From an optimization exercise on the open Yosys and OpenROAD flow, aimed at small area, a short achievable clock period and few clock cycles; shortcuts taken in it are not production practice. Where RTL was checked, it was by simulation tests only, not by an equivalence proof against the original. No activity file was given, so power comes from the tool's default toggle rates.

## day2pt2
module day2pt2(
  input  logic clk,
  input  logic rst,
  input logic tvalid_rx,
  output logic tready_rx,
  input logic [7:0] tdata_rx,
  input logic tlast_rx,
  output logic tvalid_tx,
  input logic tready_tx,
  output logic [31:0] tdata_tx,
  output logic tlast_tx
);
localparam logic [31:0] CUT = 32'h0411_1110;  
logic       clr;         
logic       rv;          
logic       rl;          
logic [6:0] rd;          
always @(posedge clk) begin
  clr <= rst;
  rv <= ~rst & tvalid_rx & tready_rx;
  rl <= tlast_rx;
  rd <= tdata_rx[6:0];
end
logic is_digit;
assign is_digit = ~rd[6] & rd[4] & ~(rd[3] & rd[1]);
logic       prevd;       
logic       sp;          
logic [6:0] v;           
logic       pR, pG, pB;  
logic       wR, wG, wB;  
logic       urgent;      
logic       end_flag;    
logic [6:0] mR, mG, mB;
logic [6:0] A;
logic       st1, st2;    
logic [2:0] cnt;         
logic       m1;          
logic       en2;         
logic [31:0] acc;
logic [31:0] cr;         
logic busy, last, pend, go;
assign busy = st1 | st2;
assign last = (cnt == 3'd6);
assign pend = pR | pG | pB;
logic [6:0] msel;
assign msel = ({7{pR}} & mR) | ({7{pG}} & mG) | ({7{pB}} & mB);
logic gt;
always_comb begin
  logic g, e;
  g = 1'b0; e = 1'b1;
  for (int i = 6; i >= 0; i--) begin
    g = g | (e & v[i] & ~msel[i]);
    e = e & ~(v[i] ^ msel[i]);
  end
  gt = g;
end
logic [6:0] vn;
always_comb begin
  logic [6:0] x, y, z, s, cs;
  logic c;
  x = prevd ? {v[3:0], 3'b0} : 7'd0;
  y = prevd ? {2'b0, v[3:0], 1'b0} : 7'd0;
  z = {3'b0, rd[3:0]};
  cs[0] = 1'b0;
  for (int i = 0; i < 7; i++) s[i] = x[i] ^ y[i] ^ z[i];
  ...
==> flow/config.mk <==
export PLATFORM = sky130hd
export DESIGN_NAME = day2pt2
export DESIGN_NICKNAME = day2pt2
export VERILOG_FILES = /design/flow/design.v
export SDC_FILE = /design/flow/constraint.sdc
export NUM_CORES = 4
export LEC_CHECK = 0
export CAP_MARGIN = 20
export CORE_MARGIN = 2
export CORE_UTILIZATION = 40
export SLEW_MARGIN = 20
==> flow/constraint.sdc <==
create_clock -name core_clock -period 10.0 [get_ports {clk}]
set_input_delay 2.0000 -clock core_clock [delete_from_list [all_inputs] [get_ports {clk}]]
set_output_delay 2.0000 -clock core_clock [all_outputs]
set_load 0.01 [all_outputs]
standard.sh (not shown) runs the stock make flow with config.mk's settings and CLKGATE_MAP_FILE= SYNTH_SCRIPT=/design/flow/synth_recipe.tcl, a recipe that flattens the netlist after the stock synthesis.
==> flow/flow/run.sh <==
#!/bin/bash
# The standard layout, with plain buffers on the ports instead of the delay
# buffers buffer_ports picks by default, and a smaller clock tree.
set -euo pipefail
export BUFFER_PORTS_ARGS="-buffer_cell sky130_fd_sc_hd__buf_1"
export CTS_ARGS="-sink_clustering_enable -repair_clock_nets -root_buf sky130_fd_sc_hd__clkbuf_16 -buf_list sky130_fd_sc_hd__clkbuf_16 -sink_clustering_size 100 -sink_clustering_max_diameter 500 -dont_use_dummy_load"
bash standard.sh > make_finish.log 2>&1
Testbench counts at the start, summed over its fixed seeds: cycles 53,690.
Edit:
==> flow/flow/run.sh (replaced) <==
#!/bin/bash
# The standard layout, with plain buffers on the ports instead of the delay
# buffers buffer_ports picks by default, and a smaller clock tree.
set -euo pipefail
export BUFFER_PORTS_ARGS="-buffer_cell sky130_fd_sc_hd__buf_1"
export CTS_ARGS="-sink_clustering_enable -repair_clock_nets -buf_list sky130_fd_sc_hd__clkbuf_8 -sink_clustering_size 40 -dont_use_dummy_load"
bash standard.sh > make_finish.log 2>&1
Result: The changed run completed without violations; total power decreases by 12%; global-route usage increases by 0.18 points; setup slack got worse by 0.046 ns; critical path depth does not change; cell count is unchanged; utilization decreases by 0.89 points; combinational power stays flat; fmax decreases by 1.6%.

========
Setup of east:
The RTL this note starts from:
==> flow/design.v <==
`timescale 1 ps / 1 ps
module day2pt2(
  input  logic clk,
  input  logic rst,
  input logic tvalid_rx,
  output logic tready_rx,
  input logic [7:0] tdata_rx,
  input logic tlast_rx,
  output logic tvalid_tx,
  input logic tready_tx,
  output logic [31:0] tdata_tx,
  output logic tlast_tx
);
localparam logic [31:0] CUT = 32'h0410_8420;  
logic       clr;         
logic       rv;          
logic       rl;          
logic [6:0] rd;          
always @(posedge clk) begin
  clr <= rst;
  rv <= ~rst & tvalid_rx & tready_rx;
  rl <= tlast_rx;
  rd <= tdata_rx[6:0];
end
logic is_digit;
assign is_digit = ~rd[6] & rd[4] & ~(rd[3] & rd[1]);
logic       prevd;       
logic       sp;          
logic [6:0] v;           
logic       pR, pG, pB;  
logic       wR, wG, wB;  
logic       urgent;      
logic       end_flag;    
logic [6:0] mR, mG, mB;
logic [6:0] A;
logic       st1, st2;    
logic [2:0] cnt;         
logic       m1;          
logic       en2;         
logic [31:0] acc;
logic [31:0] cr;         
logic busy, last, pend, go;
assign busy = st1 | st2;
assign last = (cnt == 3'd6);
assign pend = pR | pG | pB;
logic [6:0] msel;
assign msel = ({7{pR}} & mR) | ({7{pG}} & mG) | ({7{pB}} & mB);
logic gt;
always_comb begin
  logic g, e;
  g = 1'b0; e = 1'b1;
  for (int i = 6; i >= 0; i--) begin
    g = g | (e & v[i] & ~msel[i]);
    e = e & ~(v[i] ^ msel[i]);
  end
  gt = g;
end
logic [6:0] vn;
always_comb begin
  logic [6:0] x, y, z, s, cs;
  logic c;
  x = prevd ? {v[3:0], 3'b0} : 7'd0;
  y = prevd ? {v[5:0], 1'b0} : 7'd0;
  z = {3'b0, rd[3:0]};
  cs[0] = 1'b0;
  for (int i = 0; i < 7; i++) s[i] = x[i] ^ y[i] ^ z[i];
  for (int i = 0; i < 6; i++) cs[i+1] = (x[i] & y[i]) | (x[i] & z[i]) | (y[i] & z[i]);
  c = 1'b0;
  for (int i = 0; i < 7; i++) begin
    vn[i] = s[i] ^ cs[i] ^ c;
    c = (s[i] & cs[i]) | (s[i] & c) | (cs[i] & c);
  end
end
logic [7:0] sum1;
always_comb begin
  logic c, c0, c1, b;
  logic [2:0] h0, h1;
  c = 1'b0;
  for (int i = 0; i < 4; i++) begin
    b = m1 & mR[i];
    sum1[i] = A[i] ^ b ^ c;
    c = (A[i] & b) | (A[i] & c) | (b & c);
  end
  c0 = 1'b0; c1 = 1'b1;
  for (int i = 4; i < 7; i++) begin
    b = m1 & mR[i];
    h0[i-4] = A[i] ^ b ^ c0;
    h1[i-4] = A[i] ^ b ^ c1;
    c0 = (A[i] & b) | (A[i] & c0) | (b & c0);
    c1 = (A[i] & b) | (A[i] & c1) | (b & c1);
  end
  sum1[6:4] = c ? h1 : h0;
  sum1[7]   = c ? c1 : c0;
end
logic [19:0] T;
assign T = {A, mG, mR[5:0]};
logic [31:0] addend;
assign addend = {12'd0, T & {20{en2}}};
logic [31:0] accn;
logic [31:0] crn;
always_comb begin
  logic c;
  c = 1'b0;
  crn = '0;
  for (int i = 0; i < 32; i++) begin
    if (CUT[i]) begin
      crn[i] = c;
      c = cr[i];
    end
    accn[i] = acc[i] ^ addend[i] ^ c;
    c = (acc[i] & addend[i]) | (acc[i] & c) | (addend[i] & c);
  end
end
logic carries;
assign carries = |(cr & CUT);
logic end_c;             
assign end_c = end_flag | (rv & rl);
assign go = end_c & ~busy & ~pend;
logic cmp;               
assign cmp = pend & ~busy;
logic st1_n, st2_n;
assign st1_n = go | (st1 & ~last);
assign st2_n = (st1 & last) | (st2 & ~last);
logic pR_n, pG_n, pB_n, pend_n, urgent_n, end_n;
logic newc;
assign newc = rv & sp;
assign pR_n = newc ? ( rd[4])          : (pR & ~cmp);
assign pG_n = newc ? (~rd[4] &  rd[0]) : (pG & ~cmp);
assign pB_n = newc ? (~rd[4] & ~rd[0]) : (pB & ~cmp);
assign pend_n   = pR_n | pG_n | pB_n;
assign urgent_n = pend_n & pend & (urgent | (rv & ~rd[6]));
assign end_n    = end_c & ~go;
logic busy_n;
assign busy_n = st1_n | st2_n;
logic stall_n;
assign stall_n = (pend_n & urgent_n & busy_n) |
                 (end_n & (busy_n | pend_n));
logic done;
assign done = tready_tx & ~end_flag & ~busy & ~rv & ~pend & ~carries;
always @(posedge clk) begin
  tready_rx <= ~rst & ~stall_n;
  tvalid_tx <= ~rst & ~clr & (tvalid_tx | done);
end
always @(posedge clk) begin
  if (clr) begin
    prevd <= 1'b0;
    sp <= 1'b0;
    pR <= 1'b0;
    pG <= 1'b0;
    pB <= 1'b0;
    wR <= 1'b0;
    wG <= 1'b0;
    wB <= 1'b0;
    urgent <= 1'b0;
    end_flag <= 1'b0;
    st1 <= 1'b0;
    st2 <= 1'b0;
    cnt <= 3'd0;
    m1 <= 1'b0;
    en2 <= 1'b0;
  end else begin
    if (rv) begin
      prevd <= is_digit;
      sp <= prevd & ~rd[4];
    end
    pR <= pR_n;
    pG <= pG_n;
    pB <= pB_n;
    wR <= cmp & gt & pR;
    wG <= cmp & gt & pG;
    wB <= cmp & gt & pB;
    urgent <= urgent_n;
    end_flag <= end_n;
    st1 <= st1_n;
    st2 <= st2_n;
    cnt <= (busy & ~last) ? cnt + 3'd1 : 3'd0;
    m1 <= st1_n & (st1 ? mG[1] : (wG ? v[0] : mG[0]));
    en2 <= st2_n & (st2 ? mB[5] : mB[6]);
  end
end
always @(posedge clk) begin
  if (rv & is_digit) v <= vn;
end
always @(posedge clk) begin
  if (clr) A <= '0;
  else A <= sum1[7:1];
end
always @(posedge clk) begin
  if (clr) begin
    mR <= '0;
    mG <= '0;
    mB <= '0;
  end else begin
    if (busy) begin
      if (st2 & last) mG <= '0;
      else mG <= {sum1[0], mG[6:1]};
    end else if (wG) mG <= v;
    if (last) mR <= '0;
    else if (st2) mR <= {1'b0, mG[0], mR[5:1]};
    else if (wR & ~busy) mR <= v;
    if (st2) mB <= {mB[5:0], 1'b0};
    else if (wB & ~busy) mB <= v;
  end
end
always @(posedge clk) begin
  if (clr) begin
    acc <= '0;
    cr <= '0;
  end else begin
    acc <= accn;
    cr <= crn & CUT;
  end
end
assign tdata_tx = acc;
assign tlast_tx = tvalid_tx;
endmodule
==> flow/config.mk <==
export PLATFORM = sky130hd
export DESIGN_NAME = day2pt2
export DESIGN_NICKNAME = day2pt2
export VERILOG_FILES = /design/flow/design.v
export SDC_FILE = /design/flow/constraint.sdc
export NUM_CORES = 4
export LEC_CHECK = 0
export CAP_MARGIN = 20
export CORE_MARGIN = 2
export CORE_UTILIZATION = 40
export SLEW_MARGIN = 20
==> flow/constraint.sdc <==
create_clock -name core_clock -period 10.0 [get_ports {clk}]
set_input_delay 2.0000 -clock core_clock [delete_from_list [all_inputs] [get_ports {clk}]]
set_output_delay 2.0000 -clock core_clock [all_outputs]
set_load 0.01 [all_outputs]
==> flow/flow/run.sh <==
#!/bin/bash
# The standard layout, with plain buffers on the ports instead of the delay
# buffers buffer_ports picks by default.  Everything else is the standard.sh.
set -euo pipefail
export BUFFER_PORTS_ARGS="-buffer_cell sky130_fd_sc_hd__buf_1"
bash standard.sh > make_finish.log 2>&1
east finished every step from synthesis to the final layout, and the layout passed the timing, design-rule and antenna checks.
Here is what was changed in the inputs of south compared with east.
- an added CTS_CLUSTER_SIZE of 40
- an added CTS_BUF_LIST of sky130_fd_sc_hd__clkbuf_8
Notes after the runs:
south vs east, total internal power went down by about 13%. Sort east and south by wire length of the first global-routing pass desc -> top: east. Relative to east, sequential share of cell area has increased by 0.80 points in south. east and south ended up with nearly the same number of hold buffers added after cts. Logic gate share of total power was higher in the run labelled south. Of the two values seen for endpoint of the worst setup timing path, tdata_tx[31] was produced by south and acc[9] by east. Looking only at cell area, and setting everything else aside, the lower value of east and south goes to south. Switching part of the total power is lower on east.
Function was not checked in any run of this note: the RTL went through the layout flow alone.

==> separate check: timing with driven ports <==
The flow's constraints put no driver on any port. The routed layouts listed below were extracted and timed again, unchanged, in two steps. Step 1 (the two cells are an assumption about what drives the block):
set clk [get_ports {clk}]
set_driving_cell -lib_cell sky130_fd_sc_hd__clkbuf_16 $clk
set_driving_cell -lib_cell sky130_fd_sc_hd__buf_2 [delete_from_list [all_inputs] $clk]
Step 2 adds t to the input delays and takes it off the output delays; t is the mean of the earliest and latest rising clock arrival at the registers after step 1. Input paths then give back, and output paths get back, about the clock's delay inside the block. Slacks: ideal / step 1 / step 2; pairs: ideal / step 1.
| run | shift t [ns] | slack for setup (ns) | clock arrival spread, ns | worst data-port slew with drivers (ns) | cell pins on the clock port's net |
|---|---|---|---|---|---|
| the first run of note 1 | 0.377 | 7.095 / 7.054 / 7.337 | 0.028 / 0.028 | 0.03 | 1 |
| the second run of note 1 | 0.397 | 7.049 / 7.017 / 7.343 | 0.042 / 0.042 | 0.03 | 1 |
| east | 0.383 | 7.085 / 7.073 / 7.085 | 0.009 / 0.009 | 0.05 | 1 |
| south | 0.410 | 7.075 / 7.040 / 7.082 | 0.020 / 0.020 | 0.05 | 1 |
After both steps every run listed still meets setup and hold.
